This design comes from an exercise in tuning for small area and a short achievable clock period on the open sky130 flow, not from production work. RTL that was checked went through simulation tests only; none was proved equivalent to the original. No functional check of the RTL was part of run 2. Power is estimated from default activity; no workload was simulated.

## flow/design.v (module list and top-level ports; edited modules follow where they fit)
// module fa: 6 lines
// module rca_8bit: 16 lines
// module rca_16bit: 11 lines
// module rca_32bit: 10 lines
// module mul_16bit: 5 lines
// module dff_16bit: 13 lines
// module fir_filter: 3713 lines
// module p_aoi21: 5 lines
// module p_maj3: 5 lines
// module p_nand2: 5 lines
// module p_nor2: 5 lines
// module p_oai21: 5 lines
// module p_xnor2: 5 lines
// module p_xor2: 5 lines
// module ha: 6 lines
module fir_filter (
    input clk,
    input reset,
    input [15:0] xin,
    output [31:0] yout
);
  // ...
==> flow/flow/run.sh <==
#!/bin/bash
# The standard layout (standard.sh), unchanged except that the port
# buffers that global placement inserts are buf_2 cells instead of the
# weakest (delay) buffer: flow/port_buffers.tcl runs before global placement
# and only marks the delay buffers and buf_1/clkbuf_1 don't-use for that step.
set -euo pipefail
export PRE_GLOBAL_PLACE_TCL="$(pwd)/flow/port_buffers.tcl"
bash standard.sh > standard_flow.log 2>&1
==> flow/flow/port_buffers.tcl <==
# Sourced by ORFS global_place.tcl just before buffer_ports: buffer_ports takes
# the weakest buffer that is not don't-use, so hide the delay cells and the
# size-1 buffers for this step; it then inserts sky130_fd_sc_hd__buf_2.
set_dont_use [get_lib_cells {sky130_fd_sc_hd__clkdlybuf4s* sky130_fd_sc_hd__dlygate* sky130_fd_sc_hd__dlymetal* sky130_fd_sc_hd__clkbuf_1 sky130_fd_sc_hd__buf_1}]
==> flow/standard.sh <==
#!/bin/bash
# synth_recipe.tcl (not shown) runs the flow's synth.tcl, then flattens the netlist and writes it again
# the make line also repeats each setting of config.mk as NAME=value (left out here)
make -C /OpenROAD-flow-scripts/flow DESIGN_CONFIG=/design/flow/config.mk WORK_HOME=/design/flow/orfs CLKGATE_MAP_FILE= SYNTH_SCRIPT=/design/flow/synth_recipe.tcl "${@:-finish}"
==> flow/config.mk <==
export PLATFORM = sky130hd
export DESIGN_NAME = fir_filter
export DESIGN_NICKNAME = fir_filter
export VERILOG_FILES = /design/flow/design.v
export SDC_FILE = /design/flow/constraint.sdc
export NUM_CORES = 4
export LEC_CHECK = 0
export CAP_MARGIN = 20
export CORE_MARGIN = 2
export CORE_UTILIZATION = 70
export CTS_BUF_LIST = sky130_fd_sc_hd__clkbuf_8
export CTS_CLUSTER_DIAMETER = 60
export CTS_CLUSTER_SIZE = 16
export SLEW_MARGIN = 20
export SYNTH_HIERARCHICAL = 1
export SYNTH_MINIMUM_KEEP_SIZE = 0
==> flow/constraint.sdc <==
create_clock -name core_clock -period 65.0 [get_ports {clk}]
set_input_delay 13.0000 -clock core_clock [delete_from_list [all_inputs] [get_ports {clk}]]
set_output_delay 13.0000 -clock core_clock [all_outputs]
set_load 0.01 [all_outputs]
==> summary.txt, run 1 <==
Finish
  • Reg with most FFs: yr
  • Largest register FFs: 31
  • Util after Layout: 74.5%
  • Seq_cells: 1008
  • Buffer share of cell area: 0.627%
  • Top cell category: multi-input combinational cells

Setup path
  • Critical path depth: 10
  • Most frequent CP cell: xor2_1
  • CP peak stage delay: 0.37 ns
  • Crit path max fanout: 5
  • Req. time, crit path: between 60 and 70 ns
  • Endpoint class of the critical path: flip-flop

GRT
  • Met1 usage: 45.8%
  • Antenna violations before repair: 3
  • Grt met2 use: 58.7%

Synth
  • Synth area leaders: fa_1 (40%), dfxtp_1 (39%), nor2_1 (4.4%), nand2_1 (4.2%), inv_1 (2.1%)
  • Syn nets: approximately 5000
  • Post-Synthesis Cell Area: 49700 um2
  • Count leader, synth: fa_1
  • Area fraction of the dominant cell type after synthesis: about two fifths
  • Distinct cells, synth: 22

Route
  • Via Count: 27900
  • Met2 Routed Length: roughly 61000 um
  • DR vias/cell: around 5.6
  • Initial DRC count: approximately 2300
  • WL final: 123000 um

Clocking
  • Root Buffer: clkbuf_8
  • H-tree levels: 3

Outcome
  • Status: finished clean

Placement
  • Post-placement cell count: 4859

Floorplan
  • Row count: 97

Power and ir drop
  • Leakage power: 0.0218 uW
  • Comb pwr share: around 31%

Flow run
  • Max cap viols: 0
==> run 2: changes to the inputs <==
--- a/flow/design.v
+++ b/flow/design.v
@@ -1069,17 +1069,17 @@
   wire s879, c880;
   fa us879 (.a(n848), .b(s726), .c(c878), .sum(s879), .carry(c880));
   wire s881, c882;
   fa us881 (.a(n849), .b(s728), .c(c880), .sum(s881), .carry(c882));
   wire s883, c884;
   fa us883 (.a(n850), .b(s728), .c(c882), .sum(s883), .carry(c884));
   wire s885 = s728 ^ n850 ^ c884;
   wire s886, c887;
-  ha us886 (.a(s694), .b(s312), .sum(s886), .carry(c887));
+  ha us886 (.a(s312), .b(s694), .sum(s886), .carry(c887));
   wire s888, c889;
   fa us888 (.a(s314), .b(c887), .c(s696), .sum(s888), .carry(c889));
   wire s890, c891;
   fa us890 (.a(s316), .b(c889), .c(s851), .sum(s890), .carry(c891));
   wire s892, c893;
   fa us892 (.a(s318), .b(c891), .c(s853), .sum(s892), .carry(c893));
   wire s894, c895;
   fa us894 (.a(s320), .b(s855), .c(c893), .sum(s894), .carry(c895));
@@ -1106,17 +1106,17 @@
   wire s916, c917;
   fa us916 (.a(s342), .b(c915), .c(s877), .sum(s916), .carry(c917));
   wire s918, c919;
   fa us918 (.a(s344), .b(s879), .c(c917), .sum(s918), .carry(c919));
   wire s920, c921;
   fa us920 (.a(s346), .b(s881), .c(c919), .sum(s920), .carry(c921));
   wire s922, c923;
   fa us922 (.a(s346), .b(s883), .c(c921), .sum(s922), .carry(c923));
-  wire s924 = s885 ^ s346 ^ c923;
+  wire s924 = s346 ^ s885 ^ c923;
   wire s925, c926;
   ha us925 (.a(s729), .b(s242), .sum(s925), .carry(c926));
   wire s927, c928;
   fa us927 (.a(s244), .b(c926), .c(s731), .sum(s927), .carry(c928));
   wire s929, c930;
   fa us929 (.a(s246), .b(s733), .c(c928), .sum(s929), .carry(c930));
   wire s931, c932;
   fa us931 (.a(s248), .b(s735), .c(c930), .sum(s931), .carry(c932));
@@ -1461,17 +1461,17 @@
   wire s1271, c1272;
   fa us1271 (.a(n1239), .b(c1270), .c(s1215), .sum(s1271), .carry(c1272));
   wire s1273, c1274;
   fa us1273 (.a(n1240), .b(s1217), .c(c1272), .sum(s1273), .carry(c1274));
   wire s1275, c1276;
   fa us1275 (.a(n1240), .b(s1219), .c(c1274), .sum(s1275), .carry(c1276));
   wire s1277, c1278;
   fa us1277 (.a(n1240), .b(s1221), .c(c1276), .sum(s1277), .carry(c1278));
-  wire s1279 = s1223 ^ n1240 ^ c1278;
+  wire s1279 = n1240 ^ s1223 ^ c1278;
   wire n1280 = ~s512;
   wire n1281 = ~s514;
   wire n1282 = ~s516;
   wire n1283 = ~s518;
   wire n1284 = ~s520;
   wire n1285 = ~s522;
   wire n1286 = ~s524;
   wire n1287 = ~s526;
@@ -1480,17 +1480,17 @@
   wire n1290 = ~s532;
   wire n1291 = ~s534;
   wire n1292 = ~s536;
   wire n1293 = ~s538;
   wire n1294 = ~s540;
   wire n1295 = ~s542;
   wire n1296 = ~s544;
   wire s1297, c1298;
-  ha us1297 (.a(s34), .b(n1280), .sum(s1297), .carry(c1298));
+  ha us1297 (.a(n1280), .b(s34), .sum(s1297), .carry(c1298));
   wire s1299, c1300;
   fa us1299 (.a(c1298), .b(n1281), .c(s997), .sum(s1299), .carry(c1300));
   wire s1301, c1302;
   fa us1301 (.a(n1282), .b(c1300), .c(s1054), .sum(s1301), .carry(c1302));
   wire s1303, c1304;
   fa us1303 (.a(n1283), .b(c1302), .c(s1056), .sum(s1303), .carry(c1304));
   wire s1305, c1306;
   fa us1305 (.a(n1284), .b(s1058), .c(c1304), .sum(s1305), .carry(c1306));
@@ -1521,17 +1521,17 @@
   wire s1331, c1332;
   fa us1331 (.a(n1296), .b(s1084), .c(c1330), .sum(s1331), .carry(c1332));
   wire s1333, c1334;
   fa us1333 (.a(n1296), .b(s1086), .c(c1332), .sum(s1333), .carry(c1334));
   wire s1335, c1336;
   fa us1335 (.a(n1296), .b(s1088), .c(c1334), .sum(s1335), .carry(c1336));
   wire s1337, c1338;
   fa us1337 (.a(n1296), .b(s1090), .c(c1336), .sum(s1337), .carry(c1338));
-  wire s1339 = s1090 ^ n1296 ^ c1338;
+  wire s1339 = n1296 ^ s1090 ^ c1338;
   wire n1340 = ~s578;
   wire n1341 = ~s580;
   wire n1342 = ~s582;
   wire n1343 = ~s584;
   wire n1344 = ~s586;
   wire n1345 = ~s588;
   wire n1346 = ~s590;
   wire n1347 = ~s592;
==> flow/config.mk (replaced) <==
export PLATFORM = sky130hd
export DESIGN_NAME = fir_filter
export DESIGN_NICKNAME = fir_filter
export VERILOG_FILES = /design/flow/design.v
export SDC_FILE = /design/flow/constraint.sdc
export NUM_CORES = 4
export LEC_CHECK = 0
export CAP_MARGIN = 20
export CORE_MARGIN = 2
export CORE_UTILIZATION = 60
export CTS_BUF_LIST = sky130_fd_sc_hd__clkbuf_8
export CTS_CLUSTER_DIAMETER = 60
export CTS_CLUSTER_SIZE = 16
export SLEW_MARGIN = 20
export SYNTH_HIERARCHICAL = 1
export SYNTH_MINIMUM_KEEP_SIZE = 0
==> run 2 against run 1 <==
Sequential power hardly changed. Synthesized area hardly changed. Count of clock-buffer cells in the layout is 7 higher. Clock power is 4% higher. Routed wire length is 1.2% lower. Largest cell class unchanged. Largest power group unchanged.
==> summary.txt, run 2 <==
Floorplan
  • Core Box Area: 82100 um2
  • Row count: 105 (+8.2%)
  • Die Y-Extent: 292 um
  • Die X: 292 um
  • I/O Pins: 50
  • Initial Util: 60.6%
  • Die area: 85200 um2

GRT
  • First-pass GRT wire length: 189000 um
  • Antenna violations before repair: 2 (-1)
  • Largest net degree at the start of global routing: ~230
  • Tot GR Track Use: 30.3%
  • Vias in the first global route: roughly 30000
  • GRT Residual Overflow: 0

Synth
  • Cells after Synth: 3958
  • Leading area contributor after synthesis: fa_1
  • Post-Synthesis Cell Area: 49700 um2 (about the same)
  • Synthesized area per cell: 12.6 um2
  • Flops & latches, synth: 1008
  • EDFF count, synth: 0
  • Most frequent cells after synthesis: fa_1 (984), dfxtp_1 (974), nor2_1 (579)
  • Count leader, synth: fa_1
  • Distinct cells, synth: 26 (+18%)
  • Syn nets: 5022 (-0.040%)
  • Yosys warnings: 7
  • Register area share after synthesis: 40.9%
  • FFs w/ async S/R, synth: 3.37%
  • Synth area leaders: fa_1 (40%), dfxtp_1 (39%), nor2_1 (4.4%), nand2_1 (4.2%), inv_1 (2.1%)
  • Area fraction of the dominant cell type after synthesis: 39.6% (about the same)
  • Primary FF master, synth: dfxtp_1

Clocking
  • TritonCTS buffer count: 86
  • Cts repair resizes: 0
  • Clk slew on worst S/H paths: about 0.090 ns
  • Post-CTS Hold Buffers: 0
  • CTS tree: done
  • H-tree levels: 3 (unchanged)
  • Clock latency (worst-skew pair): around 0.76 ns
  • Max Buffers Root-to-Sink: 3
  • Root Buffer: clkbuf_8
  • Sink Count: 1008
  • Post-CTS Setup Inserts: 0

Setup path
  • R2R Path Start: d21[0]$_DFF_P_
  • CP Class: in2reg
  • Crit path max fanout: 5 (unchanged)
  • Type of origin of the critical path: input pin
  • Req. time, crit path: 65.66 ns (+0.03 ns)
  • Critical Path AT: between 15 and 20 ns
  • Endpoint class of the critical path: flip-flop
  • Worst setup startpoint: xin[4]

Route
  • Detail Route Antenna Nets: 0
  • WL final: 122000 um (-1.2%)
  • DR vias/cell: 5.28 (-5.8%)
  • Initial DRC count: 1802 (-21%)
  • DR pass1 iterations: 5
  • Wirelength per Cell: between 20 and 25 um
  • Via Count: 27000 (-3.1%)
  • DRC Markers: 0

Placement
  • Gpl congestion: 0.931
  • PortBufs: 49
  • Setup WS pre-CTS: 49.87 ns
  • Hpwl dp: ~100000 um

Finish
  • Multi-input combinational cell area: around 28000 um2
  • Layout cells sized above 1: 7.10%
  • Most common cell after layout, fill and taps aside: fa_1
  • Area Growth Syn to Fin: 5.90%
  • Commonest non-fill, non-tap cells in the layout: fa_1 (984), dfxtp_1 (974), nor2_1 (579), nand2_1 (557), inv_1 (279)
  • Final Net Count: 5069
  • Filler cell count: approximately 6200
  • Sequential cell area: 20400 um2
  • Largest register FFs: 31 (unchanged)
  • Reg with most FFs: yr

Worst hold path
  • Min-Delay Startpoint: d3[15]$_DFF_P_
  • HP Class: reg2reg

STA
  • Final hold viol count: 0
  • Part of the cycle the worst path needs: between 20 and 25%
  • Relative slew margins: between 10% and 20%
  • Period minus WS final: 14.40 ns
  • Worst-margin pin slew: 1.25 ns
  • Highest clock rate: between 60 and 70 MHz
  • Final Skew: 0.0442 ns
  • # setup viols final: 0
  • Worst hold slack: 0.365 ns
  • RSZ-0062 raised after global routing: no
  • Max-slew violation count: 0
  • Fin worst setup slack: a little over 50 ns
  • Fin Setup TNS: 0 ns

Power and ir drop
  • Maximum VDD drop: around 0.000024 V
  • Leakage power: 0.0219 uW (+0.51%)
  • Pwr Density: 28.0 nW/um2

Outcome
  • Status: finished clean

Flow run
  • Max cap viols: 0 (unchanged)
-- run 2: per-module statistics from Yosys, one instance, submodules excluded --
module / cell area [um2] / cells / flip-flops and latches / copies in the design
p_nor2: 3.75 / 1 / 0 / 143
p_maj3: 11.3 / 1 / 0 / 15
p_aoi21: 8.76 / 1 / 0 / 59
p_nand2: 3.75 / 1 / 0 / 121
p_xnor2: 8.76 / 1 / 0 / 35
p_xor2: 8.76 / 1 / 0 / 95
fa: 20.0 / 1 / 0 / 984
p_oai21: 5.00 / 1 / 0 / 86
fir_filter: 26300 / 2384 / 1008 / 1
ha: 12.5 / 1 / 0 / 36
-- run 2: cell type report --
cell class,count,share of cell area (%)
Timing Repair Buffer,60,0.627
Clock inverter,37,0.760
Antenna cell,2,0.00950
Sequential cell,1008,38.7
Multi-Input combinational cell,2574,53.1
Inverter,275,1.96
Clock buffer,89,2.33
Tap cell,1070,2.54
-- run 2: kinds of logic after synthesis --
logic type | Yosys count | synth area share (%)
AO/OA/AOI/OAI | 145 | 1.90
XOR/XNOR | 197 | 3.80
adder cells (fa/ha/maj) | 1061 | 41.5
buffers and inverters | 376 | 2.85
flip-flops | 1008 | 40.9
other | 2 | 0.0151
AND/OR/NAND/NOR | 1169 | 8.99
-- run 2: final timing paths --
path | endpoint | slack, ns | depth (start not counted)
worst min-delay path | d4[15]$_DFF_P_ | 0.37 | 1
worst min register to register | d4[15]$_DFF_P_ | 0.37 | 1
worst max register to register | ra22$_DFF_P_ | 51.36 | 35
worst max-delay path | yr[24]$_DFF_PP0_ | 50.60 | 10
min in group asynchronous | yr[27]$_DFF_PP0_ | 12.53 | 3
max in group asynchronous | clr_n$_DFF_PP0_ | 51.81 | 3
-- run 2: metrics by stage --
step           area [um2]  instances  total power (uW)  utilization, %
2_1_floorplan       49700       3958               978               -
6_report            52700       5115              1470            64.1
5_1_grt             52700       5115              1560            64.1
3_3_place_gp        51000       4987              1130            62.1
3_5_place_dp        51000       4987              1140            62.1
4_1_cts             52600       5113              1500            64.1
-- run 2: layer usage --
layer	up-vias	part of all wire (%)	track usage, %
met5	-	0	0
met4	0	3.1	9.17
met3	192	4.9	5.29
met2	631	50	50.6
met1	14200	42	41.1
li1	11900	-	-
-- run 2: worst max-delay path, stage by stage --
cell     delay (ns)
buf_2          0.15
xor2_1         0.20
xor2_1         0.29
nor2_1         0.12
nor2_1         0.23
nand2_1        0.18
o21ai_1        0.47
inv_1          0.08
o21ai_1        0.17
xor2_1         0.16
-- run 2: power breakdown --
group / internal, uW / switching, uW
combinational: 166 / 277
clock: 139 / 222
sequential: 650 / 21.8

static timing again, ports no longer ideal:
The flow's constraints put no driver on any port. The routed layouts listed below were extracted and timed again, unchanged, in two steps.
Step 1 (the two cells are an assumption about what drives the block):
set clk [get_ports {clk}]
set_driving_cell -lib_cell sky130_fd_sc_hd__clkbuf_16 $clk
set_driving_cell -lib_cell sky130_fd_sc_hd__buf_2 [delete_from_list [all_inputs] $clk]
Step 2 adds t to the input delays and takes it off the output delays; t is the mean of the earliest and latest rising clock arrival at the registers after step 1. Input paths then give back, and output paths get back, about the clock's delay inside the block.
Three values: ideal, step 1, step 2; two values: the first two.
| run | t (ns) | slack for setup (ns) | slew at the worst register clock pin (ns) |
|---|---|---|---|
| run 1 | 0.786 | 50.654 / 50.603 / 49.886 | 0.11 / 0.11 |
| run 2 | 0.800 | 50.602 / 50.598 / 49.839 | 0.10 / 0.10 |
After both steps every run listed still meets setup and hold. For run 1, which loses most, drivers alone change the setup slack by -0.051 ns; drivers and shift together by -0.768 ns.
